What follows belongs to an exercise in optimizing a design on an open flow for small area; a production flow would make more cautious choices. RTL that was checked went through simulation tests only; none was proved equivalent to the original. For runs 1 to 5, only the layout was checked, not whether the RTL still works. Power is estimated from default activity; no workload was simulated.

**flow/design.v**
```verilog
`timescale 1ns / 1ps
module framer (
    input  wire        aclk,
    input  wire        aresetn,
    input  wire [255:0] s_axis_tdata,
    input  wire         s_axis_tvalid,
    output wire         s_axis_tready,
    output wire [31:0] m_axi_awaddr,
    output wire        m_axi_awvalid,
    input  wire        m_axi_awready,
    output wire [31:0] m_axi_wdata,
    output wire [3:0]  m_axi_wstrb,
    output wire        m_axi_wvalid,
    input  wire        m_axi_wready,
    input  wire [1:0]  m_axi_bresp,
    input  wire        m_axi_bvalid,
    output wire        m_axi_bready,
    output wire [31:0] m_axi_araddr,
    output wire        m_axi_arvalid,
    input  wire        m_axi_arready,
    input  wire [31:0] m_axi_rdata,
    input  wire [1:0]  m_axi_rresp,
    input  wire        m_axi_rvalid,
    output wire        m_axi_rready
);
localparam [2:0]
    S_INIT0 = 3'd0,
    S_INIT  = 3'd1,
    S_IDLE  = 3'd2,
    S_WRITE = 3'd3,
    S_TX    = 3'd4,
    S_WAIT  = 3'd5;
localparam [4:0]
    W_ZERO = 5'd31,
    W_C62  = 5'd29,
    W_C9   = 5'd30;
reg [255:0] data;         
reg   [2:0] state;
reg   [4:0] idx;          
reg   [4:0] wsel;         
reg         tready_reg;
reg         awvalid_reg;
reg         wvalid_reg;
reg         rready_reg;
reg         ar_set;       
wire in_init0 = (state == S_INIT0);
wire in_init  = (state == S_INIT);
wire in_idle  = (state == S_IDLE);
wire in_write = (state == S_WRITE);
wire in_tx    = (state == S_TX);
wire in_wait  = (state == S_WAIT);
wire last_word = (idx == 5'd25);
wire hs_exit   = m_axi_wready & wvalid_reg;       
wire accept    = tready_reg & s_axis_tvalid;      
wire done      = m_axi_rvalid & (m_axi_rdata == 32'h8);
reg   [2:0] state_next;
reg   [4:0] idx_next;
reg   [4:0] wsel_next;
reg         awvalid_next;
reg         wvalid_next;
reg         rready_next;
always @* begin
    state_next   = state;
    idx_next     = 5'd0;
    wsel_next    = W_ZERO;
    awvalid_next = awvalid_reg;
    wvalid_next  = wvalid_reg;
    rready_next  = rready_reg;
    case (state)
        S_INIT0, S_INIT, S_TX: begin
            state_next = (state == S_INIT0) ? S_INIT : state;
            wsel_next  = (state == S_TX) ? W_C9 : W_C62;
            if (m_axi_awready) begin
                awvalid_next = 1'b0;
                if (awvalid_reg) wvalid_next = 1'b1;
            end else if (!wvalid_reg) begin
                awvalid_next = 1'b1;
            end
            if (hs_exit) begin
                awvalid_next = 1'b0;
                wvalid_next  = 1'b0;
                wsel_next    = W_ZERO;
                state_next   = (state == S_TX) ? S_WAIT : S_IDLE;
            end
        end
        S_IDLE: begin
            rready_next = ~accept;
            if (accept) begin
                awvalid_next = 1'b1;
                state_next   = S_WRITE;
            end
        end
        S_WRITE: begin
            wsel_next = {idx[4:1], idx[0] & ~last_word};
            if (m_axi_wready) begin
                awvalid_next = 1'b1;
                wvalid_next  = 1'b0;
                if (last_word) state_next = S_TX;
                else           idx_next   = idx + 5'd1;
            end else begin
                idx_next    = idx;
                wvalid_next = 1'b1;
                if (m_axi_awready) awvalid_next = 1'b0;
            end
        end
        S_WAIT: begin
            if (!m_axi_rvalid) rready_next = 1'b1;
            if (done) state_next = S_IDLE;
        end
        default: ;
    endcase
end
always @(posedge aclk) begin
    if (tready_reg) data <= s_axis_tdata;
end
always @(posedge aclk) begin
    if (~aresetn) begin
        state       <= S_INIT0;
        idx         <= 5'd0;
        wsel        <= W_ZERO;
        tready_reg  <= 1'b0;
        awvalid_reg <= 1'b0;
        wvalid_reg  <= 1'b0;
        rready_reg  <= 1'b0;
        ar_set      <= 1'b0;
    end else begin
        state       <= state_next;
        idx         <= idx_next;
        wsel        <= wsel_next;
        tready_reg  <= in_idle & ~accept;
        awvalid_reg <= awvalid_next;
        wvalid_reg  <= wvalid_next;
        rready_reg  <= rready_next;
        if (in_wait & ~m_axi_rvalid) ar_set <= 1'b1;
    end
end
reg [31:0] wdata;
always @* begin
    case (wsel)
        5'd0:  wdata = 32'hFFFFFFFF;
        5'd1:  wdata = 32'h1800FFFF;
        5'd2:  wdata = 32'h6b4d023e;
        5'd3:  wdata = 32'h00450008;
        5'd4:  wdata = 32'h00005400;
        5'd5:  wdata = 32'h11ff0000;
        5'd6:  wdata = 32'h0000eff0;
        5'd7:  wdata = 32'ha8c00000;
        5'd8:  wdata = 32'hc507010a;
        5'd9:  wdata = 32'h4000c507;
        5'd10: wdata = 32'h722f0000;
        5'd11: wdata = 32'h6f696461;
        5'd12: wdata = 32'h6d757264;
        5'd13: wdata = 32'h692c0000;
        5'd14: wdata = 32'h69696969;
        5'd15: wdata = 32'h00696969;
        5'd16: wdata = {data[23:16], data[31:24], 16'h0000};
        5'd17: wdata = {data[55:48], data[63:56], data[7:0], data[15:8]};
        5'd18: wdata = {data[87:80], data[95:88], data[39:32], data[47:40]};
        5'd19: wdata = {data[119:112], data[127:120], data[71:64], data[79:72]};
        5'd20: wdata = {data[151:144], data[159:152], data[103:96], data[111:104]};
        5'd21: wdata = {data[183:176], data[191:184], data[135:128], data[143:136]};
        5'd22: wdata = {data[215:208], data[223:216], data[167:160], data[175:168]};
        5'd23: wdata = {data[247:240], data[255:248], data[199:192], data[207:200]};
        5'd24: wdata = {16'h0000, data[231:224], data[239:232]};
        W_C62: wdata = 32'h00000062;
        W_C9:  wdata = 32'h00000009;
        default: wdata = 32'h00000000;
    endcase
end
wire base    = ~in_init0;
wire hi_addr = in_init | in_tx;
assign s_axis_tready = tready_reg;
assign m_axi_awaddr  = {1'b0, base, 6'b0, base, base, base, 10'b0,
                        {4{hi_addr}}, idx | {hi_addr, hi_addr, hi_addr, in_tx, hi_addr}, 2'b00};
assign m_axi_awvalid = awvalid_reg;
assign m_axi_wdata   = wdata;
assign m_axi_wvalid  = wvalid_reg;
assign m_axi_wstrb   = 4'hF;
assign m_axi_bready  = 1'b1;
assign m_axi_araddr  = {1'b0, ar_set, 6'b0, ar_set, ar_set, ar_set, 10'b0,
                        {9{ar_set}}, 2'b00};
assign m_axi_arvalid = rready_reg & in_wait;
assign m_axi_rready  = rready_reg;
endmodule
```
**flow/run.sh**
```bash
#!/bin/bash
# synth_recipe.tcl (not shown) runs the flow's synth.tcl, then flattens the netlist and writes it again
# the make line also repeats each setting of config.mk as NAME=value (left out here)
make -C /OpenROAD-flow-scripts/flow DESIGN_CONFIG=/design/flow/config.mk WORK_HOME=/design/flow/orfs CLKGATE_MAP_FILE= SYNTH_SCRIPT=/design/flow/synth_recipe.tcl finish
```
**flow/config.mk**
```make
export PLATFORM = sky130hd
export DESIGN_NAME = framer
export DESIGN_NICKNAME = framer
export VERILOG_FILES = /design/flow/design.v
export SDC_FILE = /design/flow/constraint.sdc
export NUM_CORES = 4
export LEC_CHECK = 0
export CAP_MARGIN = 20
export CORE_MARGIN = 2
export CORE_UTILIZATION = 40
export SLEW_MARGIN = 20
```
**flow/constraint.sdc**
```tcl
create_clock -name core_clock -period 5.0 [get_ports {aclk}]
set_input_delay 1.0000 -clock core_clock [delete_from_list [all_inputs] [get_ports {aclk}]]
set_output_delay 1.0000 -clock core_clock [all_outputs]
set_load 0.01 [all_outputs]
```
==> impl_metrics.csv, run 1 <==
group,metric,value,unit
status,status,"complete, no violations",
floorplanning,start_util,40.6,%
timing,finalSetupViolCount,0,
clock_network,clockBufferDepth,3,
routing,antenna_left,0,
routing,routedWlPerCell,23.6,um
timing,max_slew_margin,32.9,%
clock_network,worstSkewPairLatency,0.56,ns
job,maxCapViolCount,0,
final_layout,largestRegisters,"data x256, idx x5, wsel x5",
yosys,ys_async_sr_fraction,0,%
yosys,avgSynthCellArea,14.1,um^2
yosys,synth_enable_flop_cells,256,
worst_setup_path,end_kind,"primary output",
routing,drc,0,
place,hpwl,26300,um
clock_network,clk_pin_slew_worst_paths,0.06,ns
worst_setup_path,path_class,"reg2out",
grt,grt_pass1_wl,52900,um
yosys,synth_ff_type,"edfxtp_1",
final_layout,regMostFlops,"data",
floorplanning,die-area,30500,um^2
floorplanning,rows,62,
clock_network,cts_tree,"yes",
final_layout,area_delta_synth_final,39.7,%
power_and_ir_drop,peakVddDrop,0.285,mV
grt,gr-total-overflow,0,
floorplanning,core-area,28700,um^2
routing,routed_via_density,5.41,
floorplanning,io_pins,406,
routing,wl,37100,um
clock_network,cts_hold_buf,0,
clock_network,clock_sinks,274,
timing,fin_crit,4.63,ns
grt,grt.total_usage,23.5,%
floorplanning,die_y,175,um
place,port_buffers,356,
final_layout,largest_reg_flops,256,
timing,slew_viol_final,0,
clock_network,cts_max_level,1,
clock_network,post_cts_resized,0,
worst_setup_path,arrival,3.63,ns
worst_setup_path,cp_max_fo,25,
timing,rsz0062_at_grt,"no",
grt,antenna_found_initial,8,
worst_setup_path,required,4.00,ns
grt,grt_pass1_vias,8383,
final_layout,multiInputGateArea,2990,um^2
final_layout,layout-drive-gt1-share,8.28,%
power_and_ir_drop,power_density,314,nW/um^2
routing,drt_pass1_iterations,5,
floorplanning,die_width,175,um
timing,setup_tns,0,ns
yosys,ys_seq_area_share,69.1,%
timing,min_period_over_period,92.6,%
power_and_ir_drop,p_leak,5.44,nW
clock_network,cts_setup_buffers,0,
yosys,yosys_warnings,1,
timing,hold_violations,0,
place,gp_congestion,0.839,
yosys,ys_types,72,
final_layout,final_nets,1465,
timing,tightest_slew,1.00,ns
yosys,netlist_instances,825,
worst_setup_path,start_kind,"flip-flop",
hold_path,hold_path_class,"reg2reg",
clock_network,cts_root_buf,"clkbuf_16",
yosys,ys_ff_latch,274,
routing,vias,8508,
yosys,syn_area,11700,um^2
clock_network,numCtsBuffers,30,
grt,grt_max_degree,129,
timing,clock.fmax,216,MHz
timing,whs,0.566,ns
routing,drtIter0Drc,964,
timing,fin_skew,0.00893,ns
final_layout,nFillCells,2391,
final_layout,ff_latch_area,8060,um^2
logic make-up after synthesis:
| group | share of synthesized area [%] |
|---|---|
| flops | 69.1 |
| compound gates | 13.6 |
| simple gates | 9.28 |
| buf+inv | 6.88 |
| xor+xnor | 0.526 |
| mux | 0.354 |
| fa+ha+maj | 0.215 |
| other cells | 0.0644 |
report_power, final:
part / internal [mW] / leakage [nW] / switching (mW)
Sequential: 2.52 / 2.45 / 0.0147
Combinational: 0.248 / 2.52 / 0.118
Clock: 1.32 / 0.473 / 0.884
Total: 4.09 / 5.44 / 1.02
final cells by class:
| class | instances | share of cell area [%] |
|---|---|---|
| Clock inverter | 17 | 1.07 |
| Clock buffer | 35 | 4.86 |
| Antenna cell | 6 | 0.0922 |
| Inverter | 8 | 0.184 |
| Timing Repair Buffer | 379 | 23.0 |
| Tap cell | 384 | 2.95 |
| Sequential cell | 274 | 49.5 |
| Multi-Input combinational cell | 470 | 18.3 |
placed cells by master (no fill, tap or decap), types with 5 or more instances in the layout:
cell	n
nor3_1	9
clkbuf_16	31
a21oi_1	36
a32oi_1	10
or2_2	11
a31oi_1	14
a22oi_1	54
a22o_1	14
edfxtp_1	256
nand4b_1	5
nand4_1	16
inv_1	7
nand2b_1	7
dfxtp_1	13
diode_2	6
a32o_1	5
and2_1	5
nor4_1	7
a211oi_1	5
nor2b_1	12
a221oi_1	15
nand3_1	22
o21ai_0	17
and3_1	5
nand2_1	37
conb_1	43
buf_4	22
clkdlybuf4s50_1	356
nor2_1	37
clkinv_1	9
routing by layer:
metal / routed length (um) / up-vias / GRT usage [%]
li1: - / 3836 / -
met5: 12 / - / 0
met4: 1300 / 2 / 8.23
met1: 15100 / 4101 / 31.6
met3: 3290 / 79 / 5.09
met2: 17500 / 490 / 37.7
Yosys cell counts, types with 7 or more instances:
cell	instances	area share, %
edfxtp_1	256	66
buf_4	70	4.5
a22oi_1	54	3.5
nor2_1	38	1.2
nand2_1	37	1.2
a21oi_1	36	1.5
buf_2	23	0.99
nand3_1	22	0.94
dfxtp_1	18	3.1
o21ai_0	17	0.73
nand4_1	16	0.86
a221oi_1	15	1.1
a22o_1	14	1.1
a31oi_1	14	0.75
clkbuf_1	12	0.39
nor2b_1	12	0.64
or2_2	11	0.59
a32oi_1	10	0.75
nor3_1	10	0.43
buf_6	7	0.68
inv_1	7	0.23
nand2b_1	7	0.38
nor4_1	7	0.38
worst paths after layout:
check | startpoint | end | slack, ns | cells past startpoint
setup / recovery | wsel[0] | m_axi_wdata[7] | 0.37 | 8
hold / removal | rready_reg | rready_reg | 0.57 | 2
setup reg to reg | tready_reg | data[65] | 2.54 | 2
hold reg to reg | rready_reg | rready_reg | 0.57 | 2
critical path, cell delays in order, from the launching register on:
cell,delay [ns]
dfxtp_2,0.51
buf_4,0.36
nand3b_1,0.24
nor2_4,0.67
buf_4,0.35
a22o_1,0.19
a221oi_1,0.05
nand4_1,0.13
clkdlybuf4s50_1,0.55
stage by stage:
step	std cells	total power, mW	cell area, um^2	utilization [%]	worst slack (ns)
after floorplan	866	2.70	11800	-	0.699
after CTS	1567	5.14	16300	56.7	0.337
after detailed placement	1515	2.95	15300	53.3	0.958
after global placement	1515	2.95	15300	53.3	0.957
final	1573	5.11	16300	56.7	0.371
after global routing	1573	5.26	16300	56.7	0.259
==> run 2: changes to the inputs <==
==> flow/flow/run.sh (new file) <==
#!/bin/bash
# Standard layout, with every I/O port buffered by a minimum-size buffer.
set -euo pipefail
bash standard.sh BUFFER_PORTS_ARGS="-buffer_cell sky130_fd_sc_hd__buf_1" finish > standard_flow.log 2>&1
==> flow/standard.sh (new file) <==
#!/bin/bash
# synth_recipe.tcl (not shown) runs the flow's synth.tcl, then flattens the netlist and writes it again
# the make line also repeats each setting of config.mk as NAME=value (left out here)
make -C /OpenROAD-flow-scripts/flow DESIGN_CONFIG=/design/flow/config.mk WORK_HOME=/design/flow/orfs CLKGATE_MAP_FILE= SYNTH_SCRIPT=/design/flow/synth_recipe.tcl "${@:-finish}"
--- a/flow/config.mk
+++ b/flow/config.mk
@@ -9,3 +9,4 @@
 export CORE_MARGIN = 2
 export CORE_UTILIZATION = 40
+export CTS_BUF_LIST = sky130_fd_sc_hd__clkbuf_4
 export SLEW_MARGIN = 20
removed: flow/run.sh
==> run 2 against run 1 <==
Against the previous run:
- sequential cell count unchanged
- highest routed layer is now met4
- setup slack improved by 0.15 ns
- die area unchanged
- maximum frequency increased by 3.4%
- still clean on timing, DRC and antenna
- critical path depth unchanged
- area after synthesis unchanged
==> impl_metrics.csv, run 2 <==
group,metric,value,unit
status,status,"complete, no violations",
timing,min_period_over_period,89.5,%
timing,hold_violations,0,
final_layout,regMostFlops,"data",
worst_setup_path,path_class,"reg2out",
final_layout,final_core_util,48.8,%
clock_network,cts_tree,"yes",
routing,drc,0,
yosys,yosys.area.top_type,"edfxtp_1",
power_and_ir_drop,power_density,337,nW/um^2
worst_setup_path,arrival,3.47,ns
power_and_ir_drop,finalPower,4.72,mW
clock_network,worstSkewPairLatency,0.69,ns
timing,setup_tns,0,ns
clock_network,cts_max_level,3,
yosys,ys_async_sr_fraction,0,%
yosys,ys_ff_latch,274,
yosys,synth_enable_flop_cells,256,
place,port_buffers,356,
floorplanning,die_y,175,um
clock_network,cts_setup_buffers,0,
routing,antenna_left,0,
timing,max_slew_margin,24.8,%
timing,finalSetupViolCount,0,
final_layout,largest_reg_flops,256,
yosys,yosys_warnings,1,
routing,routedWlPerCell,22.1,um
floorplanning,start_util,40.6,%
yosys,netlist_instances,825,
yosys,synthTopCellsByArea,"edfxtp_1, buf_4, a22oi_1",
power_and_ir_drop,p_leak,4.56,nW
hold_path,hold_path_class,"in2reg",
clock_network,cts_root_buf,"clkbuf_4",
clock_network,clockBufferDepth,3,
clock_network,clk_pin_slew_worst_paths,0.07,ns
floorplanning,die-area,30500,um^2
yosys,ys_seq_area_share,69.1,%
yosys,synth_top_area_share,66.0,%
timing,whs,0.467,ns
yosys,syn_area,11700,um^2
clock_network,post_cts_resized,0,
yosys,avgSynthCellArea,14.1,um^2
final_layout,stdcell_count,1643,
place,gp_congestion,0.852,
grt,grt.total_usage,23.3,%
grt,antenna_found_initial,3,
floorplanning,core-area,28700,um^2
grt,gr-total-overflow,0,
worst_setup_path,start_kind,"flip-flop",
floorplanning,io_pins,406,
yosys,ys_types,72,
yosys,synth_ff_type,"edfxtp_1",
routing,wl,36400,um
power_and_ir_drop,peakVddDrop,0.200,mV
routing,drt_pass1_iterations,5,
final_layout,final_nets,1507,
timing,rsz0062_at_grt,"no",
yosys,synth.most_common_cell,"edfxtp_1",
clock_network,cts_hold_buf,0,
timing,fin_skew,0.0393,ns
timing,slew_viol_final,0,
clock_network,numCtsBuffers,76,
worst_setup_path,cp_max_fo,19,
floorplanning,die_width,175,um
timing,clock.fmax,223,MHz
routing,vias,8685,
grt,grt_pass1_vias,8640,
timing,tightest_slew,1.13,ns
routing,routed_via_density,5.29,
clock_network,clock_sinks,274,
grt,grt_max_degree,136,
yosys,ys_top_cells_by_count,"edfxtp_1, buf_4, a22oi_1, nor2_1, nand2_1",
place,hpwl,25000,um
final_layout,area_delta_synth_final,20.2,%
floorplanning,rows,62,
routing,drtIter0Drc,708,
worst_setup_path,end_kind,"primary output",
timing,fin_crit,4.47,ns
grt,grt_pass1_wl,52300,um
final_layout,final_common_cell,"buf_1",
place,dp_cells,1510,
worst_setup_path,required,4.00,ns
final_layout,largestRegisters,"data x256, idx x5, wsel x5",
final_layout,final_cell_mix,"buf_1, edfxtp_1, clkbuf_4, a22oi_1, conb_1",
job,maxCapViolCount,0,
final_layout,layout-drive-gt1-share,13.6,%
==> run 2: cell types whose count changed in the layout (fill, tap and decap cells not counted), sizes merged <==
cell and change:
bufinv -3, clkinvlp +1, clkbuf +73, inv +4, diode -1, buf +352, clkdlybuf4s50 -356
==> run 2: critical path, cell delays in order (launching register included) <==
cell and delay [ns]:
dfxtp_1 0.55, nand2b_1 0.44, nor3_4 0.62, buf_4 0.38, buf_4 0.25, o2bb2ai_1 0.14, a221oi_1 0.08, nand3_1 0.13
buf_1 0.16
==> run 2: area by class of cell <==
class	instances	area, um^2
timing repair buffer	375	1510
inverter	8	30.0
sequential	274	8060
tap	384	480
fill	2674	14700
clock inverter	19	126
clock buffer	108	811
multi-input combinational	470	2990
antenna	5	12.5
==> run 2: power by group <==
group | internal (mW) | total (mW) | switching (mW)
sequential | 2.52 | 2.54 | 0.0157
clock | 1.05 | 1.98 | 0.932
combinational | 0.0832 | 0.201 | 0.118
total | 3.66 | 4.72 | 1.07
==> run 2: layer usage <==
metal	up-vias	wire, um	global-route usage, %	share of wire, %
li1	3968	-	-	-
met1	4186	14800	29.9	41
met2	460	17800	38.1	49
met3	71	2840	5.16	7.8
met4	0	1010	9.72	2.8
met5	-	0	0	0
==> run 2: logic make-up (layout without fill, tap and decap cells) <==
kind of cell	after synthesis	count (layout)	synth area share (%)
other cells	2	48	0.0644
compound gates	215	215	13.6
flops	274	274	69.1
xor+xnor	7	7	0.526
fa+ha+maj	2	2	0.215
mux	4	4	0.354
simple gates	199	199	9.28
buf+inv	122	510	6.88
==> run 2: worst paths after layout <==
| check | cells after the start | endpoint | startpoint | slack [ns] |
|---|---|---|---|---|
| setup / recovery | 8 | m_axi_wdata[31] | wsel[3] | 0.53 |
| hold / removal | 1 | data[6] | s_axis_tdata[6] | 0.47 |
| setup reg to reg | 1 | data[15] | tready_reg | 3.21 |
| hold reg to reg | 1 | wsel[4] | idx[4] | 0.57 |
==> run 2: metrics by stage <==
step                cell area (um^2)  setup WS [ns]
global route                   14000          0.255
detailed placement             13000           1.14
floorplan                      11800          0.699
global placement               13000           1.01
CTS                            14000          0.364
finish                         14000          0.525
==> run 3: changes to the inputs <==
--- a/flow/config.mk
+++ b/flow/config.mk
@@ -8,5 +8,5 @@
 export CAP_MARGIN = 20
 export CORE_MARGIN = 2
-export CORE_UTILIZATION = 40
-export CTS_BUF_LIST = sky130_fd_sc_hd__clkbuf_4
+export CORE_UTILIZATION = 60
+export CTS_BUF_LIST = sky130_fd_sc_hd__clkbuf_8
 export SLEW_MARGIN = 20
==> run 3 against run 2 <==
Against the previous run:
- clock skew fell by 0.019 ns
- register-to-register slack got worse by 0.55 ns
- setup slack worse by 0.071 ns
- largest power group unchanged
- global-route usage up 7.0 points
- utilization increased by 24 points
- still clean on timing, DRC and antenna
==> impl_metrics.csv, run 3 <==
group,metric,value,unit
grt,grt_pass1_wl,45500,um
final_layout,largestRegisters,"data x256, idx x5, wsel x5",
clock_network,post_cts_resized,0,
worst_setup_path,arrival,3.55,ns
floorplanning,die_y,143,um
timing,fin_skew,0.0200,ns
worst_setup_path,worstReg2RegEnd,"data[59]",
grt,use_met2,51.3,%
routing,antenna_left,0,
clock_network,clockBufferDepth,3,
status,status,"complete, no violations",
timing,finalSetupViolCount,0,
grt,gr-total-overflow,0,
yosys,synth_ff_type,"edfxtp_1",
yosys,netlist_instances,825,
yosys,ys_seq_area_share,69.1,%
clock_network,cts_setup_buffers,0,
final_layout,area_delta_synth_final,17.5,%
routing,wl,32200,um
worst_setup_path,start_kind,"flip-flop",
routing,routedWlPerCell,22.0,um
clock_network,clk_pin_slew_worst_paths,0.06,ns
timing,setup_ws,0.454,ns
final_layout,final_core_util,72.5,%
worst_setup_path,r2r_start,"tready_reg",
worst_setup_path,required,4.00,ns
final_layout,largest_reg_flops,256,
clock_network,cts_hold_buf,0,
floorplanning,die-area,20600,um^2
clock_network,cts_root_buf,"clkbuf_8",
place,pre_cts_ws,1.14,ns
routing,drt_pass1_iterations,6,
floorplanning,io_pins,406,
floorplanning,start_util,61.7,%
place,gp_congestion,0.869,
yosys,ys_async_sr_fraction,0,%
final_layout,regMostFlops,"data",
clock_network,cts_max_level,2,
clock_network,clock_sinks,274,
worst_setup_path,path_class,"reg2out",
worst_setup_path,end_kind,"primary output",
hold_path,hp-start,"idx[4]",
timing,setup_tns,0,ns
yosys,ys_types,72,
floorplanning,core-area,18900,um^2
power_and_ir_drop,power_density,333,nW/um^2
timing,rsz0062_at_grt,"no",
clock_network,worstSkewPairLatency,0.55,ns
yosys,ys_ff_latch,274,
floorplanning,die_width,143,um
routing,drtIter0Drc,917,
grt,grtUsageMet1,38.6,%
yosys,synth_top_area_share,66.0,%
timing,clock.fmax,220,MHz
yosys,synthTopCellsByArea,"edfxtp_1, buf_4, a22oi_1",
grt,grt_pass1_vias,8041,
routing,drc,0,
hold_path,hold_path_class,"reg2reg",
power_and_ir_drop,p_leak,4.45,nW
yosys,syn_area,11700,um^2
timing,hold_violations,0,
grt,grt-busiest-layer,"met2",
yosys,yosys.area.top_type,"edfxtp_1",
timing,whs,0.563,ns
clock_network,numCtsBuffers,44,
final_layout,final_nets,1469,
yosys,synth.most_common_cell,"edfxtp_1",
job,maxCapViolCount,0,
routing,vias,8394,
grt,grt_max_degree,187,
final_layout,layout-drive-gt1-share,8.56,%
worst_setup_path,cp_max_fo,28,
timing,min_period_over_period,90.9,%
yosys,avgSynthCellArea,14.1,um^2
worst_setup_path,worst-r2r-setup-slack,2.66,ns
hold_path,hold_end,"wsel[4]",
timing,tightest_slew,1.25,ns
place,hpwl,22400,um
floorplanning,rows,50,
grt,use_met3,7.50,%
worst_setup_path,r2r_cells,1,
clock_network,cts_tree,"yes",
final_layout,final_cell_mix,"buf_1, edfxtp_1, a22oi_1, clkbuf_8, conb_1",
timing,slew_viol_final,0,
grt,grt.total_usage,30.2,%
grt,antenna_found_initial,1,
place,port_buffers,356,
routing,routed_via_density,5.73,
hold_path,hold_depth,1,
power_and_ir_drop,peakVddDrop,0.250,mV
yosys,ys_top_cells_by_count,"edfxtp_1, buf_4, a22oi_1, nor2_1, nand2_1",
yosys,synth_enable_flop_cells,256,
timing,fin_crit,4.55,ns
yosys,yosys_warnings,1,
timing,max_slew_margin,16.8,%
final_layout,final_common_cell,"buf_1",
## run 3: changes by cell type in the layout (fill, tap and decap cells not counted), sizes merged
cell | before | now
bufinv | 1 | 2
diode | 5 | 1
inv | 12 | 22
clkinvlp | 1 | 0
buf | 375 | 369
clkinv | 13 | 20
clkbuf | 108 | 46
## run 3: metal layers
metal	vias to the layer above	wire length, um
met4	0	723
li1	3842	-
met3	42	3440
met1	4015	11900
met2	495	16200
met5	-	0
## run 3: area by class of cell
cell class              count  area [um^2]
diodes                      1         2.50
clock inverters            36          200
flip-flops and latches    274         8060
fillers                  1403         5200
clock buffers              46          633
repair buffers            369         1460
well taps                 260          325
multi-input cells         470         2990
inverters                   8         30.0
## run 3: power by group
part	internal [mW]	switching, mW	leakage (nW)	total [mW]
sequential	2.52	0.0137	2.45	2.54
clock	0.960	0.858	0.478	1.82
combinational	0.0827	0.117	1.53	0.200
total	3.57	0.989	4.45	4.56
## run 3: logic make-up (layout without fill, tap and decap cells)
family / after synthesis / count (layout) / synth area share [%]
AOI/OAI and AO/OA: 215 / 215 / 13.6
muxes: 4 / 4 / 0.354
DFF: 274 / 274 / 69.1
xor gates and xnor gates: 7 / 7 / 0.526
and+or+nand+nor: 199 / 199 / 9.28
other: 2 / 44 / 0.0644
adders and majority gates: 2 / 2 / 0.215
buffers and inverters: 122 / 459 / 6.88
## run 3: worst max-delay path, stage by stage (launching register included)
cell and delay, ns:
dfxtp_1 0.95, nand2b_1 0.39, nor3_2 0.65, buf_4 0.42, a22oi_1 0.11, and3_1 0.21, nand3_1 0.09, buf_1 0.16
## run 3: metrics by stage
stage               instance area [um^2]  power, mW  instances
CTS                                13700       4.58       1463
detailed placement                 12900       2.78       1381
global route                       13700       4.70       1464
finish                             13700       4.56       1464
global placement                   12900       2.78       1381
floorplan                          11800       2.70        866
## run 3: how the worst max path moves through the flow
stage	start	to
2_1_floorplan	tready_reg	s_axis_tready
3_3_place_gp	wsel[0]	m_axi_wdata[7]
3_5_place_dp	wsel[0]	m_axi_wdata[14]
4_1_cts	wsel[0]	m_axi_wdata[14]
5_1_grt	wsel[0]	m_axi_wdata[14]
6_report	wsel[0]	m_axi_wdata[14]
==> run 4: changes to the inputs <==
==> flow/flow/run.sh (replaced) <==
#!/bin/bash
# Standard layout, with every I/O port buffered by a minimum-size buffer and
# larger clock-sink clusters without dummy loads.
set -euo pipefail
bash standard.sh BUFFER_PORTS_ARGS="-buffer_cell sky130_fd_sc_hd__buf_1" \
  CTS_ARGS="-sink_clustering_enable -repair_clock_nets -buf_list sky130_fd_sc_hd__clkbuf_8 -sink_clustering_size 20 -sink_clustering_max_diameter 100 -dont_use_dummy_load" \
  finish > standard_flow.log 2>&1
--- a/flow/config.mk
+++ b/flow/config.mk
@@ -9,4 +9,3 @@
 export CORE_MARGIN = 2
 export CORE_UTILIZATION = 60
-export CTS_BUF_LIST = sky130_fd_sc_hd__clkbuf_8
 export SLEW_MARGIN = 20
==> run 4 against run 3 <==
Against the previous run:
- non-clock buffer count unchanged
- first-iteration DRC count up 9.2%
- die area did not move
- still clean
- critical path type unchanged
- highest routed layer unchanged
- register-to-register slack improved by 0.02 ns
- combinational power is essentially flat
- power decreased by 19%
- sequential cell count unchanged
- hold slack improved by 0.015 ns
- critical path depth is the same
- setup slack got worse by 0.022 ns
- clock-buffer cell count shrank 29
- clock power shrank 47%
==> impl_metrics.csv, run 4 <==
group,metric,value,unit
status,status,"complete, no violations",
place,port_buffers,356,
routing,antenna_left,0,
clock_network,worstSkewPairLatency,0.54,ns
yosys,avgSynthCellArea,14.1,um^2
timing,whs,0.577,ns
yosys,ys_async_sr_fraction,0,%
routing,routedWlPerCell,22.6,um
final_layout,area_delta_synth_final,12.4,%
final_layout,layout-drive-gt1-share,5.71,%
clock_network,cts_setup_buffers,0,
grt,grt_pass1_vias,7748,
clock_network,post_cts_resized,0,
hold_path,hold_path_class,"reg2reg",
timing,clock.fmax,219,MHz
grt,grt_max_degree,187,
final_layout,final_nets,1442,
routing,wl,31600,um
clock_network,cts_max_level,1,
routing,drtIter0Drc,1001,
yosys,yosys_warnings,1,
timing,max_slew_margin,20.7,%
yosys,synth_enable_flop_cells,256,
clock_network,clockBufferDepth,3,
timing,setup_tns,0,ns
worst_setup_path,cp_slowest_stage_delay,0.99,ns
clock_network,cts_hold_buf,0,
clock_network,numCtsBuffers,17,
floorplanning,die_y,143,um
yosys,ys_top_cells_by_count,"edfxtp_1, buf_4, a22oi_1, nor2_1, nand2_1",
timing,min_period_over_period,91.4,%
worst_setup_path,path_class,"reg2out",
yosys,ys_ff_latch,274,
grt,gr-total-overflow,0,
floorplanning,core-area,18900,um^2
power_and_ir_drop,power_density,282,nW/um^2
final_layout,final_common_cell,"buf_1",
yosys,synth_top_area_share,66.0,%
timing,fin_crit,4.57,ns
grt,antenna_found_initial,2,
routing,drt_pass1_iterations,6,
worst_setup_path,end_kind,"primary output",
yosys,ys_types,72,
place,placed_area,12900,um^2
final_layout,final_cell_mix,"buf_1, edfxtp_1, a22oi_1, conb_1",
worst_setup_path,cp_max_fo,28,
place,dp_cells,1381,
place,hpwl,22400,um
timing,rsz0062_at_grt,"no",
floorplanning,start_util,61.7,%
worst_setup_path,critical_path.cell_chain,"nand2b_1 -> nor3_2 -> buf_4 -> a22oi_1 -> and3_1 -> nand3_1 -> buf_1",
clock_network,cts_tree,"yes",
final_layout,regMostFlops,"data",
routing,routed_via_density,5.86,
timing,tightest_slew,1.19,ns
grt,grt.total_usage,29.4,%
grt,grt_pass1_wl,44400,um
yosys,syn_area,11700,um^2
final_layout,multiInputGateArea,2990,um^2
place,gp_congestion,0.869,
yosys,netlist_instances,825,
routing,drc,0,
timing,fin_skew,0.0200,ns
worst_setup_path,start_kind,"flip-flop",
power_and_ir_drop,peakVddDrop,0.289,mV
final_layout,design_area,13100,um^2
yosys,synth_ff_type,"edfxtp_1",
final_layout,largestRegisters,"data x256, idx x5, wsel x5",
clock_network,clock_sinks,274,
floorplanning,rows,50,
power_and_ir_drop,p_leak,4.10,nW
timing,hold_violations,0,
final_layout,nFillCells,1446,
clock_network,cts_root_buf,"clkbuf_8",
floorplanning,io_pins,406,
final_layout,stdcell_count,1401,
yosys,synthTopCellsByArea,"edfxtp_1, buf_4, a22oi_1",
timing,slew_viol_final,0,
routing,vias,8204,
worst_setup_path,crit_path_top_delay_cell,"dfxtp_1",
job,maxCapViolCount,0,
worst_setup_path,arrival,3.57,ns
worst_setup_path,required,4.00,ns
yosys,ys_seq_area_share,69.1,%
floorplanning,die_width,143,um
floorplanning,die-area,20600,um^2
yosys,yosys.area.top_type,"edfxtp_1",
final_layout,largest_reg_flops,256,
timing,finalSetupViolCount,0,
final_layout,ff_latch_area,8060,um^2
clock_network,clk_pin_slew_worst_paths,0.12,ns
power_and_ir_drop,finalPower,3.69,mW
yosys,synth.most_common_cell,"edfxtp_1",
==> run 4: cell counts after synthesis <==
No cell type changed its count.
==> run 4: layout make-up <==
| class | count | area share, % |
|---|---|---|
| inverters | 8 | 0.229 |
| multi-input cells | 470 | 22.8 |
| well taps | 260 | 2.48 |
| repair buffers | 369 | 11.1 |
| flip-flops and latches | 274 | 61.5 |
| clock buffers | 17 | 1.79 |
| diodes | 3 | 0.0573 |
==> run 4: worst paths after layout <==
check | start | to | slack (ns) | cells after the start
worst min register to register | idx[4] | wsel[4] | 0.58 | 1
worst max-delay path | wsel[0] | m_axi_wdata[14] | 0.43 | 7
worst min-delay path | idx[4] | wsel[4] | 0.58 | 1
worst max register to register | tready_reg | data[123] | 2.68 | 1
==> run 4: per-stage QoR <==
stage | setup WS, ns | util, %
final | 0.432 | 69.3
after global routing | 0.284 | 69.3
after CTS | 0.528 | 69.3
after detailed placement | 1.14 | 68.1
after global placement | 1.12 | 68.1
after floorplan | 0.699 | -
==> run 4: kinds of logic after synthesis <==
family / after synthesis / share of synthesized area, %
AOI/OAI and AO/OA: 215 / 13.6
xor gates and xnor gates: 7 / 0.526
adders and majority gates: 2 / 0.215
buffers and inverters: 122 / 6.88
DFF: 274 / 69.1
muxes: 4 / 0.354
other: 2 / 0.0644
and+or+nand+nor: 199 / 9.28
==> run 4: worst max-delay path: cells and delay by family, from the launching register on <==
kind,cells,cell delay [ns]
AND/OR/NAND/NOR,4,1.33
AO/OA/AOI/OAI,1,0.11
flip-flops,1,0.99
buffers and inverters,2,0.57
==> run 4: per-layer routing <==
layer / part of all wire [%] / wire length, um / vias up / track usage [%]
li1: - / - / 3760 / -
met1: 37 / 11700 / 3929 / 38.5
met2: 50 / 15800 / 463 / 50.0
met3: 10 / 3210 / 52 / 6.10
met4: 2.9 / 903 / 0 / 9.03
met5: 0 / 0 / - / 0
==> run 4: where the power goes <==
| group | switching (mW) | internal, mW |
|---|---|---|
| Sequential | 0.0136 | 2.52 |
| Combinational | 0.117 | 0.0827 |
| Clock | 0.645 | 0.311 |
==> run 5: changes to the inputs <==
==> flow/flow/run.sh (replaced) <==
#!/bin/bash
# Standard layout, with every I/O port buffered by a minimum-size buffer and
# larger clock-sink clusters without dummy loads.
set -euo pipefail
bash standard.sh BUFFER_PORTS_ARGS="-buffer_cell sky130_fd_sc_hd__buf_1" \
  CTS_ARGS="-sink_clustering_enable -repair_clock_nets -buf_list sky130_fd_sc_hd__clkbuf_16 -sink_clustering_size 32 -sink_clustering_max_diameter 120 -dont_use_dummy_load" \
  finish > standard_flow.log 2>&1
==> run 5 against run 4 <==
Against the previous run:
- critical path type unchanged
- combinational power about the same
- via count about the same
- critical endpoint unchanged
- still clean
- final area increased by 0.49%
- hold slack got worse by 0.025 ns
==> impl_metrics.csv, run 5 <==
group,metric,value,unit
status,status,"complete, no violations",
place,port_buffers,356,
timing,min_period_over_period,89.3,%
worst_setup_path,path_class,"reg2out",
yosys,ys_ff_latch,274,
timing,setup_ws,0.533,ns
timing,setup_tns,0,ns
routing,antenna_left,0,
hold_path,hold_end,"wsel[2]",
routing,drc,0,
hold_path,hold_depth,1,
final_layout,final_cell_mix,"buf_1, edfxtp_1, a22oi_1, conb_1",
clock_network,post_cts_resized,0,
place,gp_congestion,0.869,
worst_setup_path,r2r_cells,1,
floorplanning,die_y,143,um
final_layout,largestRegisters,"data x256, idx x5, wsel x5",
final_layout,largest_reg_flops,256,
clock_network,cts_max_level,1,
worst_setup_path,r2r_start,"tready_reg",
yosys,yosys_warnings,1,
grt,grt_pass1_vias,7708,
yosys,syn_area,11700,um^2
place,pre_cts_ws,1.14,ns
place,placed_area,12900,um^2
yosys,ys_types,72,
floorplanning,core-area,18900,um^2
timing,fin_skew,0.0559,ns
yosys,ys_seq_area_share,69.1,%
timing,max_slew_margin,26.1,%
floorplanning,rows,50,
timing,fin_crit,4.47,ns
power_and_ir_drop,pwr-share-comb,5.2,%
timing,hold_violations,0,
routing,drtIter0Drc,887,
grt,gr-total-overflow,0,
final_layout,area_delta_synth_final,12.9,%
floorplanning,io_pins,406,
final_layout,regMostFlops,"data",
yosys,synth_top_area_share,66.0,%
grt,grt.total_usage,29.4,%
yosys,synth_ff_type,"edfxtp_1",
worst_setup_path,worstReg2RegEnd,"data[75]",
power_and_ir_drop,netSwitchingPower,0.780,mW
worst_setup_path,end_kind,"primary output",
final_layout,layout-drive-gt1-share,5.30,%
yosys,netlist_instances,825,
floorplanning,die_width,143,um
final_layout,final_common_cell,"buf_1",
final_layout,final_nets,1437,
grt,antenna_found_initial,2,
clock_network,cts_setup_buffers,0,
power_and_ir_drop,power.share.clock,28.5,%
power_and_ir_drop,finalPower,3.82,mW
floorplanning,die-area,20600,um^2
yosys,ys_async_sr_fraction,0,%
worst_setup_path,cp-startpoint,"wsel[0]",
power_and_ir_drop,peakVddDrop,0.282,mV
timing,rsz0062_at_grt,"no",
clock_network,clk_pin_slew_worst_paths,0.12,ns
clock_network,cts_root_buf,"clkbuf_16",
place,hpwl,22400,um
timing,tightest_slew,1.11,ns
job,maxCapViolCount,0,
routing,routedWlPerCell,22.7,um
worst_setup_path,required,4.00,ns
worst_setup_path,cp_max_fo,28,
grt,grt_pass1_wl,44400,um
yosys,synth.most_common_cell,"edfxtp_1",
clock_network,clockBufferDepth,3,
yosys,avgSynthCellArea,14.1,um^2
final_layout,design_area,13200,um^2
power_and_ir_drop,p_leak,4.12,nW
timing,slew_viol_final,0,
final_layout,final_core_util,69.7,%
power_and_ir_drop,sequentialPowerShare,66.3,%
clock_network,clock_sinks,274,
hold_path,hp-start,"idx[2]",
power_and_ir_drop,p_int,3.04,mW
worst_setup_path,start_kind,"flip-flop",
worst_setup_path,arrival,3.47,ns
grt,grt_max_degree,187,
worst_setup_path,worst-r2r-setup-slack,2.72,ns
clock_network,cts_hold_buf,0,
power_and_ir_drop,power_density,290,nW/um^2
yosys,synthTopCellsByArea,"edfxtp_1, buf_4, a22oi_1",
clock_network,cts_tree,"yes",
routing,wl,31600,um
timing,finalSetupViolCount,0,
routing,vias,8198,
power_and_ir_drop,swShare,20.4,%
timing,clock.fmax,224,MHz
clock_network,worstSkewPairLatency,0.50,ns
routing,drt_pass1_iterations,5,
routing,routed_via_density,5.88,
clock_network,numCtsBuffers,12,
yosys,synth_enable_flop_cells,256,
floorplanning,start_util,61.7,%
yosys,yosys.area.top_type,"edfxtp_1",
hold_path,hold_path_class,"reg2reg",
yosys,ys_top_cells_by_count,"edfxtp_1, buf_4, a22oi_1, nor2_1, nand2_1",
[run 5: layout make-up]
| cell class | instances | area [um^2] |
|---|---|---|
| Antenna cell | 2 | 5.00 |
| Clock buffer | 12 | 300 |
| Fill cell | 1429 | 5730 |
| Inverter | 8 | 30.0 |
| Multi-Input combinational cell | 470 | 2990 |
| Sequential cell | 274 | 8060 |
| Tap cell | 260 | 325 |
| Timing Repair Buffer | 369 | 1460 |
[run 5: cell families (layout without fill, tap and decap cells)]
logic type	after synthesis	in the layout	synth area share [%]
DFF	274	274	69.1
other	2	45	0.0644
xor gates and xnor gates	7	7	0.526
and+or+nand+nor	199	199	9.28
muxes	4	4	0.354
AOI/OAI and AO/OA	215	215	13.6
adders and majority gates	2	2	0.215
buffers and inverters	122	389	6.88
[run 5: critical path: stages, from the launching register on]
cell	delay, ns
dfxtp_1	0.97
nand2b_1	0.39
nor3_2	0.62
buf_4	0.42
a22oi_1	0.11
and3_1	0.21
nand3_1	0.09
buf_1	0.16
[run 5: power groups by stage]
| stage | Combinational [mW] | Clock (mW) | Sequential, mW |
|---|---|---|---|
| 2_1_floorplan | 0.114 | 0 | 2.59 |
| 3_3_place_gp | 0.193 | 0 | 2.58 |
| 3_5_place_dp | 0.196 | 0 | 2.59 |
| 4_1_cts | 0.198 | 1.10 | 2.53 |
| 5_1_grt | 0.219 | 1.16 | 2.54 |
| 6_report | 0.200 | 1.09 | 2.53 |
[run 5: worst max path at each step]
stage / cells past startpoint / to
final: 7 / m_axi_wdata[14]
after global routing: 7 / m_axi_wdata[14]
after CTS: 7 / m_axi_wdata[14]
after detailed placement: 7 / m_axi_wdata[14]
after global placement: 7 / m_axi_wdata[7]
after floorplan: 0 / s_axis_tready
[run 5: layer usage]
layer | part of all wire (%) | GRT usage [%] | up-vias
li1 | - | - | 3749
met1 | 37 | 38.7 | 3940
met2 | 51 | 50.3 | 471
met3 | 10 | 6.06 | 38
met4 | 2.3 | 8.10 | 0
met5 | 0 | 0 | -
[run 5: through the flow]
stage | std cells | hold slack [ns]
global placement | 1381 | 0.541
global route | 1395 | 0.591
CTS | 1393 | 0.547
finish | 1395 | 0.553
detailed placement | 1381 | 0.556
floorplan | 866 | 0.428
==> run 6: changes to the inputs <==
--- a/flow/design.v
+++ b/flow/design.v
@@ -135,36 +135,40 @@
     end
 end
+wire [31:0] hdr =
+    ({32{wsel == 5'd0}} & 32'hFFFFFFFF) |
+    ({32{wsel == 5'd1}} & 32'h1800FFFF) |
+    ({32{wsel == 5'd2}} & 32'h6b4d023e) |
+    ({32{wsel == 5'd3}} & 32'h00450008) |
+    ({32{wsel == 5'd4}} & 32'h00005400) |
+    ({32{wsel == 5'd5}} & 32'h11ff0000) |
+    ({32{wsel == 5'd6}} & 32'h0000eff0) |
+    ({32{wsel == 5'd7}} & 32'ha8c00000) |
+    ({32{wsel == 5'd8}} & 32'hc507010a) |
+    ({32{wsel == 5'd9}} & 32'h4000c507) |
+    ({32{wsel == 5'd10}} & 32'h722f0000) |
+    ({32{wsel == 5'd11}} & 32'h6f696461) |
+    ({32{wsel == 5'd12}} & 32'h6d757264) |
+    ({32{wsel == 5'd13}} & 32'h692c0000) |
+    ({32{wsel == 5'd14}} & 32'h69696969) |
+    ({32{wsel == 5'd15}} & 32'h00696969) |
+    ({32{wsel == W_C62}} & 32'h00000062) |
+    ({32{wsel == W_C9}}  & 32'h00000009);
+wire [8:0] wsel_data;     
+genvar gk;
+generate
+    for (gk = 0; gk < 9; gk = gk + 1) begin : g_sel
+        assign wsel_data[gk] = (wsel == 5'd16 + gk);
+    end
+endgenerate
 reg [31:0] wdata;
+integer k;
 always @* begin
-    case (wsel)
-        5'd0:  wdata = 32'hFFFFFFFF;
-        5'd1:  wdata = 32'h1800FFFF;
-        5'd2:  wdata = 32'h6b4d023e;
-        5'd3:  wdata = 32'h00450008;
-        5'd4:  wdata = 32'h00005400;
-        5'd5:  wdata = 32'h11ff0000;
-        5'd6:  wdata = 32'h0000eff0;
-        5'd7:  wdata = 32'ha8c00000;
-        5'd8:  wdata = 32'hc507010a;
-        5'd9:  wdata = 32'h4000c507;
-        5'd10: wdata = 32'h722f0000;
-        5'd11: wdata = 32'h6f696461;
-        5'd12: wdata = 32'h6d757264;
-        5'd13: wdata = 32'h692c0000;
-        5'd14: wdata = 32'h69696969;
-        5'd15: wdata = 32'h00696969;
-        5'd16: wdata = {data[23:16], data[31:24], 16'h0000};
-        5'd17: wdata = {data[55:48], data[63:56], data[7:0], data[15:8]};
-        5'd18: wdata = {data[87:80], data[95:88], data[39:32], data[47:40]};
-        5'd19: wdata = {data[119:112], data[127:120], data[71:64], data[79:72]};
-        5'd20: wdata = {data[151:144], data[159:152], data[103:96], data[111:104]};
-        5'd21: wdata = {data[183:176], data[191:184], data[135:128], data[143:136]};
-        5'd22: wdata = {data[215:208], data[223:216], data[167:160], data[175:168]};
-        5'd23: wdata = {data[247:240], data[255:248], data[199:192], data[207:200]};
-        5'd24: wdata = {16'h0000, data[231:224], data[239:232]};
-        W_C62: wdata = 32'h00000062;
-        W_C9:  wdata = 32'h00000009;
-        default: wdata = 32'h00000000;
-    endcase
+    wdata = hdr;
+    for (k = 0; k < 8; k = k + 1) begin
+        wdata[31:16] = wdata[31:16] | ({16{wsel_data[k]}} &
+                       {data[32*k+23 -: 8], data[32*k+31 -: 8]});
+        wdata[15:0]  = wdata[15:0]  | ({16{wsel_data[k+1]}} &
+                       {data[32*k+7 -: 8], data[32*k+15 -: 8]});
+    end
 end
 wire base    = ~in_init0;
==> flow/flow/run.sh (replaced) <==
#!/bin/bash
# Standard layout with three changes to how it is made:
#  - synthesis maps the logic with an area-oriented ABC script (flow/abc.script);
#    the registers come out of the standard synthesis unchanged,
#  - every I/O port is buffered by a minimum-size buffer,
#  - clock sinks are clustered into larger groups, without dummy loads.
set -euo pipefail
here=$(pwd)
cat > "$here/my_synth.tcl" <<EOT
proc abc {args} {
  set i [lsearch \$args -script]
  if {\$i >= 0} { lset args [expr {\$i + 1}] {$here/flow/abc.script} }
  yosys abc {*}\$args
}
source {$here/synth_recipe.tcl}
EOT
bash standard.sh SYNTH_SCRIPT="$here/my_synth.tcl" \
  BUFFER_PORTS_ARGS="-buffer_cell sky130_fd_sc_hd__buf_1" \
  CTS_ARGS="-sink_clustering_enable -repair_clock_nets -buf_list sky130_fd_sc_hd__clkbuf_8 -sink_clustering_size 16 -sink_clustering_max_diameter 80 -dont_use_dummy_load" \
  SKIP_REPAIR_TIE_FANOUT=1 finish > standard_flow.log 2>&1
==> flow/flow/abc.script (new file) <==
strash
&get -n
&st
&dch
&nf -R 1000
&st
&dch
&nf -R 1000
&put
topo
==> run 6 against run 5 <==
Against the previous run:
- register-to-register slack improved by 0.08 ns
- clock-buffer cell count grew 9
- largest power group unchanged
- critical path depth grew 2
- setup slack better by 0.033 ns
- utilization up 1.5 points
- clock skew up 0.010 ns
==> impl_metrics.csv, run 6 <==
group,metric,value,unit
timing,finalSetupViolCount,0,
yosys,yosys.area.top_type,"edfxtp_1",
grt,grt_pass1_wl,40200,um
final_layout,nFillCells,1229,
job,maxCapViolCount,0,
timing,fin_crit,4.43,ns
timing,rsz0062_at_grt,"no",
hold_path,hold_path_class,"reg2reg",
timing,setup_tns,0,ns
worst_setup_path,required,4.00,ns
final_layout,largestRegisters,"data x256, idx x5, wsel x5",
floorplanning,die_y,138,um
final_layout,stdcell_count,1235,
grt,grt_max_degree,84,
clock_network,cts_setup_buffers,0,
place,gp_congestion,0.949,
clock_network,cts_tree,"yes",
power_and_ir_drop,power_density,368,nW/um^2
timing,slew_viol_final,0,
worst_setup_path,cp_max_fo,19,
yosys,synth_ff_type,"edfxtp_1",
timing,max_slew_margin,23.0,%
floorplanning,io_pins,406,
power_and_ir_drop,finalPower,4.54,mW
timing,min_period_over_period,88.7,%
clock_network,cts_root_buf,"clkbuf_8",
floorplanning,rows,48,
clock_network,clk_pin_slew_worst_paths,0.10,ns
final_layout,layout-drive-gt1-share,4.96,%
clock_network,post_cts_resized,0,
grt,grt.total_usage,28.9,%
yosys,avgSynthCellArea,15.8,um^2
yosys,ys_ff_latch,274,
yosys,ys_types,48,
status,status,"complete, no violations",
floorplanning,die_width,138,um
yosys,synth.most_common_cell,"edfxtp_1",
yosys,netlist_instances,677,
yosys,ys_async_sr_fraction,0,%
final_layout,final_nets,1313,
grt,gr-total-overflow,0,
yosys,synth_enable_flop_cells,256,
yosys,yosys_warnings,1,
clock_network,clockBufferDepth,3,
grt,grt_pass1_vias,7376,
final_layout,largest_reg_flops,256,
final_layout,final_cell_mix,"buf_1, edfxtp_1, a222oi_1, nand2_1, nor2_1",
routing,drtIter0Drc,751,
yosys,ys_top_cells_by_count,"edfxtp_1, buf_4, a222oi_1, nand2_1, nor2_1",
timing,hold_violations,0,
routing,drc,0,
timing,tightest_slew,1.14,ns
floorplanning,core-area,17400,um^2
clock_network,numCtsBuffers,21,
timing,fin_skew,0.0660,ns
floorplanning,die-area,18900,um^2
worst_setup_path,path_class,"reg2out",
clock_network,cts_max_level,1,
clock_network,worstSkewPairLatency,0.55,ns
worst_setup_path,start_kind,"flip-flop",
routing,wl,28100,um
worst_setup_path,r2r_cells,6,
routing,antenna_left,0,
final_layout,final_common_cell,"buf_1",
place,hpwl,20200,um
place,dp_cells,1213,
timing,clock.fmax,226,MHz
worst_setup_path,arrival,3.43,ns
routing,drt_pass1_iterations,6,
grt,antenna_found_initial,0,
yosys,synth_top_area_share,71.7,%
routing,vias,7457,
yosys,ys_seq_area_share,75.1,%
place,port_buffers,356,
routing,routed_via_density,6.04,
clock_network,cts_hold_buf,0,
worst_setup_path,end_kind,"primary output",
floorplanning,start_util,61.8,%
clock_network,clock_sinks,274,
hold_path,hold_depth,2,
routing,routedWlPerCell,22.7,um
final_layout,area_delta_synth_final,15.2,%
yosys,synthTopCellsByArea,"edfxtp_1, buf_4, a222oi_1",
yosys,syn_area,10700,um^2
power_and_ir_drop,peakVddDrop,0.274,mV
final_layout,regMostFlops,"data",
power_and_ir_drop,p_leak,3.88,nW
[run 6: cell types whose count changed in the layout (fill, tap and decap cells not counted), moves of 10 or more]
cell and delta:
nor2b_1 -11, a222oi_1 +40, a31oi_1 -12, a21oi_1 -18
a22oi_1 -46, clkbuf_8 +21, conb_1 -41, a32oi_1 -10
or2_2 -11, clkbuf_16 -12
[run 6: worst max-delay path: stages (launching register included)]
cell      delay (ns)
dfxtp_1         0.73
clkinv_1        0.36
nor2_1          0.22
nand2_1         0.13
nor2_4          0.59
buf_4           0.31
a222oi_1        0.11
a21boi_0        0.17
nand4_1         0.10
buf_1           0.16
[run 6: worst paths after layout]
| check | end | startpoint | slack, ns |
|---|---|---|---|
| worst max register to register | state[0] | tready_reg | 2.80 |
| worst max-delay path | m_axi_wdata[12] | wsel[0] | 0.57 |
| worst min-delay path | idx[1] | idx[1] | 0.55 |
| worst min register to register | idx[1] | idx[1] | 0.55 |
[run 6: through the flow]
stage / area (um^2) / setup slack, ns / utilization, % / hold WS [ns]
after global placement: 12100 / 1.33 / 69.5 / 0.522
final: 12300 / 0.567 / 71.2 / 0.549
after detailed placement: 12100 / 1.20 / 69.5 / 0.540
after CTS: 12300 / 0.597 / 71.1 / 0.545
after floorplan: 10700 / 0.145 / - / 0.469
after global routing: 12300 / 0.328 / 71.1 / 0.578
[run 6: layer usage]
metal / share of wire [%] / up-vias / track usage [%]
li1: - / 3384 / -
met1: 36 / 3546 / 37.0
met2: 49 / 474 / 49.0
met3: 12 / 53 / 6.88
met4: 2.6 / 0 / 9.11
met5: 0 / - / 0
[run 6: layout make-up]
cell class | instances | area [um^2] | share of cell area [%]
multi-input cells | 330 | 2210 | 17.9
inverters | 9 | 33.8 | 0.274
clock buffers | 21 | 289 | 2.34
well taps | 225 | 282 | 2.28
flip-flops and latches | 274 | 8050 | 65.2
diodes | 1 | 2.50 | 0.0203
repair buffers | 375 | 1480 | 12.0
[run 6: cells by family after synthesis]
kind of cell	Yosys count	synth area share, %
other	2	0.0701
XOR/XNOR	3	0.245
AND/OR/NAND/NOR	170	7.84
buffers and inverters	73	4.80
AO/OA/AOI/OAI	153	11.7
adder cells (fa/ha/maj)	2	0.233
flip-flops	274	75.1
[run 6: power by group]
part           internal (mW)  total [mW]  switching (mW)
logic                  0.219       0.674           0.454
registers               2.73        2.85           0.126
clock network          0.378        1.02           0.639
total                   3.32        4.54            1.22
==> run 7: changes to the inputs <==
--- a/flow/flow/run.sh
+++ b/flow/flow/run.sh
@@ -18,3 +18,3 @@
   BUFFER_PORTS_ARGS="-buffer_cell sky130_fd_sc_hd__buf_1" \
   CTS_ARGS="-sink_clustering_enable -repair_clock_nets -buf_list sky130_fd_sc_hd__clkbuf_8 -sink_clustering_size 16 -sink_clustering_max_diameter 80 -dont_use_dummy_load" \
-  SKIP_REPAIR_TIE_FANOUT=1 finish > standard_flow.log 2>&1
+  finish > standard_flow.log 2>&1
==> run 7 against run 6 <==
Against the previous run:
- clock skew shrank 0.012 ns
- setup slack gained 0.11 ns
- largest cell class unchanged
- critical path depth shrank 2
- synthesized cell count is the same
- routed wire length shrank 0.17%
- via count grew 0.54%
- largest power group unchanged
- maximum frequency grew 2.5%
- die area is the same
- sequential share of layout area shrank 0.78 points
- global-route usage shrank 0.48 points
- critical endpoint is now m_axi_wdata[27]
- final area grew 1.2%
- area after synthesis is the same
==> impl_metrics.csv, run 7 <==
group,metric,value,unit
worst_setup_path,arrival,3.33,ns
floorplanning,die-area,18900,um^2
clock_network,worstSkewPairLatency,0.55,ns
clock_network,cts_tree,"yes",
final_layout,largestRegisters,"data x256, idx x5, wsel x5",
floorplanning,rows,48,
place,port_buffers,356,
routing,drc,0,
floorplanning,io_pins,406,
timing,slew_viol_final,0,
timing,fin_skew,0.0540,ns
final_layout,final_nets,1353,
clock_network,clk_pin_slew_worst_paths,0.10,ns
status,status,"complete, no violations",
power_and_ir_drop,p_leak,4.01,nW
worst_setup_path,critPathTopFamily,"simple AND/OR/NAND/NOR gates",
final_layout,layout-drive-gt1-share,4.77,%
yosys,ys_seq_area_share,75.1,%
clock_network,clockBufferDepth,3,
final_layout,nFillCells,1258,
timing,min_period_over_period,86.5,%
grt,grt_max_degree,85,
timing,rsz0062_at_grt,"no",
yosys,synth.most_common_cell,"edfxtp_1",
yosys,ys_top_cells_by_count,"edfxtp_1, buf_4, a222oi_1, nand2_1, nor2_1",
clock_network,cts_max_level,1,
floorplanning,core-area,17400,um^2
final_layout,diodes,0,
timing,setup_ws,0.673,ns
worst_setup_path,crit_buf_inv,2,
grt,gr-total-overflow,0,
clock_network,cts_root_buf,"clkbuf_8",
yosys,avgSynthCellArea,15.8,um^2
routing,wl,28000,um
routing,antenna_left,0,
routing,routed_via_density,5.88,
timing,hold_violations,0,
timing,max_slew_margin,31.9,%
final_layout,multiInputGateArea,2370,um^2
yosys,synth_top_area_share,71.7,%
yosys,ys_async_sr_fraction,0,%
clock_network,clock_sinks,274,
final_layout,ff_latch_area,8050,um^2
clock_network,cts_hold_buf,0,
yosys,ys_ff_latch,274,
worst_setup_path,required,4.00,ns
timing,finalSetupViolCount,0,
timing,setup_tns,0,ns
worst_setup_path,critical_path.cell_chain,"nand2_1 -> nor3_2 -> buf_4 -> a222oi_1 -> and3_1 -> nand3_1 -> buf_1",
worst_setup_path,cp_slowest_stage_delay,0.74,ns
worst_setup_path,crit_path_top_delay_cell,"dfxtp_1",
clock_network,post_cts_resized,0,
final_layout,final_cell_mix,"buf_1, edfxtp_1, a222oi_1, conb_1, nand2_1",
floorplanning,die_y,138,um
grt,grt_pass1_wl,39300,um
final_layout,final_common_cell,"buf_1",
yosys,syn_area,10700,um^2
grt,antenna_found_initial,1,
job,maxCapViolCount,0,
routing,routedWlPerCell,22.0,um
worst_setup_path,path_class,"reg2out",
final_layout,regMostFlops,"data",
place,pre_cts_ws,1.36,ns
yosys,synthTopCellsByArea,"edfxtp_1, buf_4, a222oi_1",
routing,drt_pass1_iterations,5,
place,hpwl,20000,um
routing,vias,7497,
grt,grt.total_usage,28.4,%
hold_path,hold_path_class,"reg2reg",
worst_setup_path,end_kind,"primary output",
grt,grt_pass1_vias,7110,
yosys,synth_enable_flop_cells,256,
final_layout,area_delta_synth_final,16.6,%
clock_network,numCtsBuffers,21,
floorplanning,start_util,61.8,%
yosys,netlist_instances,677,
yosys,ys_types,48,
final_layout,largest_reg_flops,256,
timing,clock.fmax,231,MHz
place,gp_congestion,0.897,
floorplanning,die_width,138,um
clock_network,cts_setup_buffers,0,
worst_setup_path,cp_max_fo,18,
timing,fin_crit,4.33,ns
power_and_ir_drop,peakVddDrop,0.281,mV
power_and_ir_drop,power_density,365,nW/um^2
yosys,synth_ff_type,"edfxtp_1",
timing,tightest_slew,1.02,ns
yosys,yosys.area.top_type,"edfxtp_1",
yosys,yosys_warnings,1,
worst_setup_path,start_kind,"flip-flop",
routing,drtIter0Drc,688,
-- run 7: cell counts after synthesis --
Identical to the previous run, type by type.
-- run 7: final timing paths --
path | slack (ns) | from | to | cells past startpoint
worst max register to register | 2.85 | tready_reg | data[16] | 1
worst min-delay path | 0.55 | idx[1] | idx[1] | 2
worst min register to register | 0.55 | idx[1] | idx[1] | 2
worst max-delay path | 0.67 | wsel[4] | m_axi_wdata[27] | 7
-- run 7: cell families (layout without fill, tap and decap cells) --
| family | after synthesis | in the layout | synth area share (%) |
|---|---|---|---|
| flip-flops | 274 | 274 | 75.1 |
| adder cells (fa/ha/maj) | 2 | 2 | 0.233 |
| other | 2 | 43 | 0.0701 |
| buffers and inverters | 73 | 404 | 4.80 |
| XOR/XNOR | 3 | 3 | 0.245 |
| AO/OA/AOI/OAI | 153 | 153 | 11.7 |
| AND/OR/NAND/NOR | 170 | 170 | 7.84 |
-- run 7: layer usage --
metal | wire length (um) | GRT usage, %
met5 | 10 | 0
met4 | 795 | 9.22
met3 | 2970 | 7.58
met2 | 13800 | 47.5
met1 | 10400 | 36.3
-- run 7: through the flow --
stage | total power, mW | cells | instance area, um^2 | util [%] | hold slack [ns]
3_5_place_dp | 3.57 | 1253 | 12200 | 70.3 | 0.532
3_3_place_gp | 3.56 | 1253 | 12200 | 70.3 | 0.519
5_1_grt | 4.74 | 1274 | 12500 | 72.0 | 0.587
6_report | 4.56 | 1274 | 12500 | 72.0 | 0.554
4_1_cts | 4.57 | 1274 | 12500 | 72.0 | 0.551
2_1_floorplan | 3.37 | 718 | 10900 | - | 0.469
-- run 7: final cells by class --
class                      count  area share (%)
clock buffer                  21            2.31
inverter                       9           0.270
multi-input combinational    371            19.0
sequential                   274            64.4
tap                          225            2.25
timing repair buffer         374            11.8
-- run 7: report_power, final --
group | switching [mW] | internal [mW]
registers | 0.120 | 2.73
logic | 0.453 | 0.221
clock network | 0.659 | 0.377
==> run 8: changes to the inputs <==
--- a/flow/flow/run.sh
+++ b/flow/flow/run.sh
@@ -17,4 +17,4 @@
 bash standard.sh SYNTH_SCRIPT="$here/my_synth.tcl" \
   BUFFER_PORTS_ARGS="-buffer_cell sky130_fd_sc_hd__buf_1" \
-  CTS_ARGS="-sink_clustering_enable -repair_clock_nets -buf_list sky130_fd_sc_hd__clkbuf_8 -sink_clustering_size 16 -sink_clustering_max_diameter 80 -dont_use_dummy_load" \
+  CTS_ARGS="-sink_clustering_enable -repair_clock_nets -buf_list sky130_fd_sc_hd__clkbuf_4 -sink_clustering_size 10 -sink_clustering_max_diameter 60 -dont_use_dummy_load" \
   finish > standard_flow.log 2>&1
==> run 8 against run 7 <==
Against the previous run:
- critical endpoint is now m_axi_wdata[5]
- maximum frequency is 2.0% lower
- routed wire length hardly changed
- global-route usage hardly changed
- setup slack worse by 0.090 ns
- clock skew is 0.022 ns lower
- largest cell class unchanged
- final area is 0.48% lower
- highest routed layer unchanged
- register-to-register slack worse by 0.06 ns
- via count is 0.87% higher
- non-clock buffer count stayed put
- hold slack worse by 0.092 ns
- first-iteration DRC count is 0.87% higher
==> impl_metrics.csv, run 8 <==
group,metric,value,unit
timing,slew_viol_final,0,
timing,finalSetupViolCount,0,
timing,min_period_over_period,88.3,%
worst_setup_path,critical_path.cell_chain,"nand2_1 -> nor2_4 -> buf_4 -> a22oi_1 -> nand2_1 -> a2111oi_0 -> nand4_1 -> buf_1",
final_layout,nFillCells,1273,
yosys,synth_compound_area_share,11.7,%
worst_setup_path,cp_max_fo,23,
final_layout,final_nets,1363,
yosys,synth-simple-area-share,7.84,%
yosys,synthTopCellsByArea,"edfxtp_1, buf_4, a222oi_1",
final_layout,final_common_cell,"buf_1",
yosys,synth_adder_area_share,0.233,%
timing,max_slew_margin,24.2,%
yosys,syn_area,10700,um^2
yosys,ys_async_sr_fraction,0,%
floorplanning,core-area,17400,um^2
hold_path,hold_path_class,"in2reg",
clock_network,cts_setup_buffers,0,
grt,gr-total-overflow,0,
job,maxCapViolCount,0,
clock_network,clock_sinks,274,
grt,grt_pass1_wl,39400,um
grt,grt_max_degree,85,
timing,hold_violations,0,
routing,vias,7562,
yosys,yosys.area_share.xor_xnor,0.245,%
yosys,synth_ff_type,"edfxtp_1",
final_layout,regMostFlops,"data",
timing,fin_skew,0.0318,ns
routing,drtIter0Drc,694,
final_layout,layout-drive-gt1-share,5.57,%
timing,fin_crit,4.42,ns
floorplanning,rows,48,
floorplanning,die_y,138,um
yosys,synth_mux_area_share,0,%
routing,antenna_left,0,
yosys,synth_enable_flop_cells,256,
grt,grt_pass1_vias,7179,
clock_network,cts_root_buf,"clkbuf_4",
timing,clock.fmax,226,MHz
clock_network,clockBufferDepth,3,
yosys,synth_top_family_by_area,"compound AO/OA/AOI/OAI gates",
floorplanning,io_pins,406,
clock_network,cts_tree,"yes",
yosys,yosys_warnings,1,
yosys,synth.most_common_cell,"edfxtp_1",
timing,whs,0.462,ns
routing,routedWlPerCell,21.8,um
yosys,netlist_instances,677,
floorplanning,die-area,18900,um^2
final_layout,final_core_util,71.7,%
routing,drt_pass1_iterations,6,
routing,wl,28000,um
worst_setup_path,crit_top_cell,"nand2_1",
final_layout,largest_reg_flops,256,
power_and_ir_drop,p_leak,4.00,nW
yosys,ys_seq_area_share,75.1,%
clock_network,numCtsBuffers,31,
floorplanning,die_width,138,um
place,placed_area,12200,um^2
timing,tightest_slew,1.13,ns
yosys,yosys.area.top_type,"edfxtp_1",
place,port_buffers,356,
timing,rsz0062_at_grt,"no",
status,status,"complete, no violations",
worst_setup_path,end_kind,"primary output",
yosys,synth_top_area_share,71.7,%
timing,setup_tns,0,ns
worst_setup_path,start_kind,"flip-flop",
routing,drc,0,
final_layout,design_area,12400,um^2
yosys,ys_top_cells_by_count,"edfxtp_1, buf_4, a222oi_1, nand2_1, nor2_1",
worst_setup_path,arrival,3.42,ns
place,gp_congestion,0.897,
place,hpwl,20000,um
clock_network,worstSkewPairLatency,0.69,ns
final_layout,largestRegisters,"data x256, idx x5, wsel x5",
yosys,ys_ff_latch,274,
yosys,ys_types,48,
floorplanning,start_util,61.8,%
power_and_ir_drop,power_density,358,nW/um^2
final_layout,final_cell_mix,"buf_1, edfxtp_1, a222oi_1, conb_1, nand2_1",
worst_setup_path,cp_slowest_stage_delay,0.74,ns
hold_path,hold_depth,1,
clock_network,cts_max_level,1,
clock_network,clk_pin_slew_worst_paths,0.11,ns
power_and_ir_drop,peakVddDrop,0.224,mV
grt,grt.total_usage,28.4,%
clock_network,post_cts_resized,0,
yosys,avgSynthCellArea,15.8,um^2
routing,routed_via_density,5.88,
worst_setup_path,required,4.00,ns
clock_network,cts_hold_buf,0,
worst_setup_path,path_class,"reg2out",
final_layout,area_delta_synth_final,16.1,%
worst_setup_path,r2r_cells,1,
worst_setup_path,crit_path_top_delay_cell,"dfxtp_1",
grt,antenna_found_initial,2,
-- run 8: cell counts after synthesis --
Identical to the previous run, type by type.
-- run 8: stage by stage --
stage          cells  setup WS, ns  total power, mW
2_1_floorplan    718         0.145             3.37
3_5_place_dp    1253          1.36             3.57
4_1_cts         1284         0.575             4.47
3_3_place_gp    1253          1.41             3.56
5_1_grt         1285         0.382             4.65
6_report        1285         0.583             4.45
-- run 8: final timing paths --
check / from / endpoint / slack, ns
max: wsel[1] / m_axi_wdata[5] / 0.58
min: s_axis_tdata[41] / data[41] / 0.46
max reg2reg: tready_reg / data[35] / 2.79
min reg2reg: rready_reg / rready_reg / 0.56
-- run 8: worst max-delay path: cells and delay by family (launching register included) --
family | cells | cell delay (ns)
compound gates | 2 | 0.16
flops | 1 | 0.74
simple gates | 4 | 1.29
buf+inv | 2 | 0.53
-- run 8: layout make-up --
| cell class | instances | area, um^2 | area share, % |
|---|---|---|---|
| clock buffer | 31 | 233 | 1.87 |
| multi-input combinational | 371 | 2370 | 19.0 |
| sequential | 274 | 8050 | 64.7 |
| antenna | 1 | 2.50 | 0.0201 |
| timing repair buffer | 374 | 1470 | 11.8 |
| inverter | 9 | 33.8 | 0.272 |
| tap | 225 | 282 | 2.26 |
-- run 8: cells by family after synthesis --
group                      count (synthesis)
adders and majority gates                  2
buffers and inverters                     73
other                                      2
DFF                                      274
and+or+nand+nor                          170
xor gates and xnor gates                   3
AOI/OAI and AO/OA                        153
-- run 8: per-layer routing --
metal / global-route usage [%] / wire length, um / vias up
met5: 0 / 8 / -
met4: 8.42 / 578 / 2
met3: 7.54 / 3310 / 45
met2: 48.0 / 14000 / 461
met1: 36.3 / 10200 / 3590
li1: - / - / 3464
-- run 8: where the power goes --
part           switching (mW)  internal, mW  total, mW
Sequential              0.120          2.73       2.85
Combinational           0.455         0.221      0.676
Clock                   0.647         0.283      0.930

==> re-timing with driven ports <==
Ports are ideal in the flow. The routed layouts listed here were re-timed in OpenROAD.
Step 1 assumes that a clkbuf_16 drives the clock port and a buf_2 every other input.
Step 2 also shifts input and output timing later by t, the mid clock arrival at the registers, as if the neighbouring blocks saw the same clock.
a / b / c = ideal / step 1 / step 2; a / b = the first two.
run	t (ns)	setup slack, ns
run 1	0.602	0.371 / 0.321 / 0.923
run 2	0.719	0.525 / 0.482 / 1.201
run 3	0.581	0.454 / 0.408 / 0.989
run 4	0.569	0.432 / 0.386 / 0.955
run 5	0.520	0.533 / 0.483 / 1.003
run 6	0.554	0.567 / 0.525 / 1.079
run 7	0.562	0.673 / 0.634 / 1.196
run 8	0.715	0.583 / 0.544 / 1.259
After both steps every run listed still meets setup and hold.
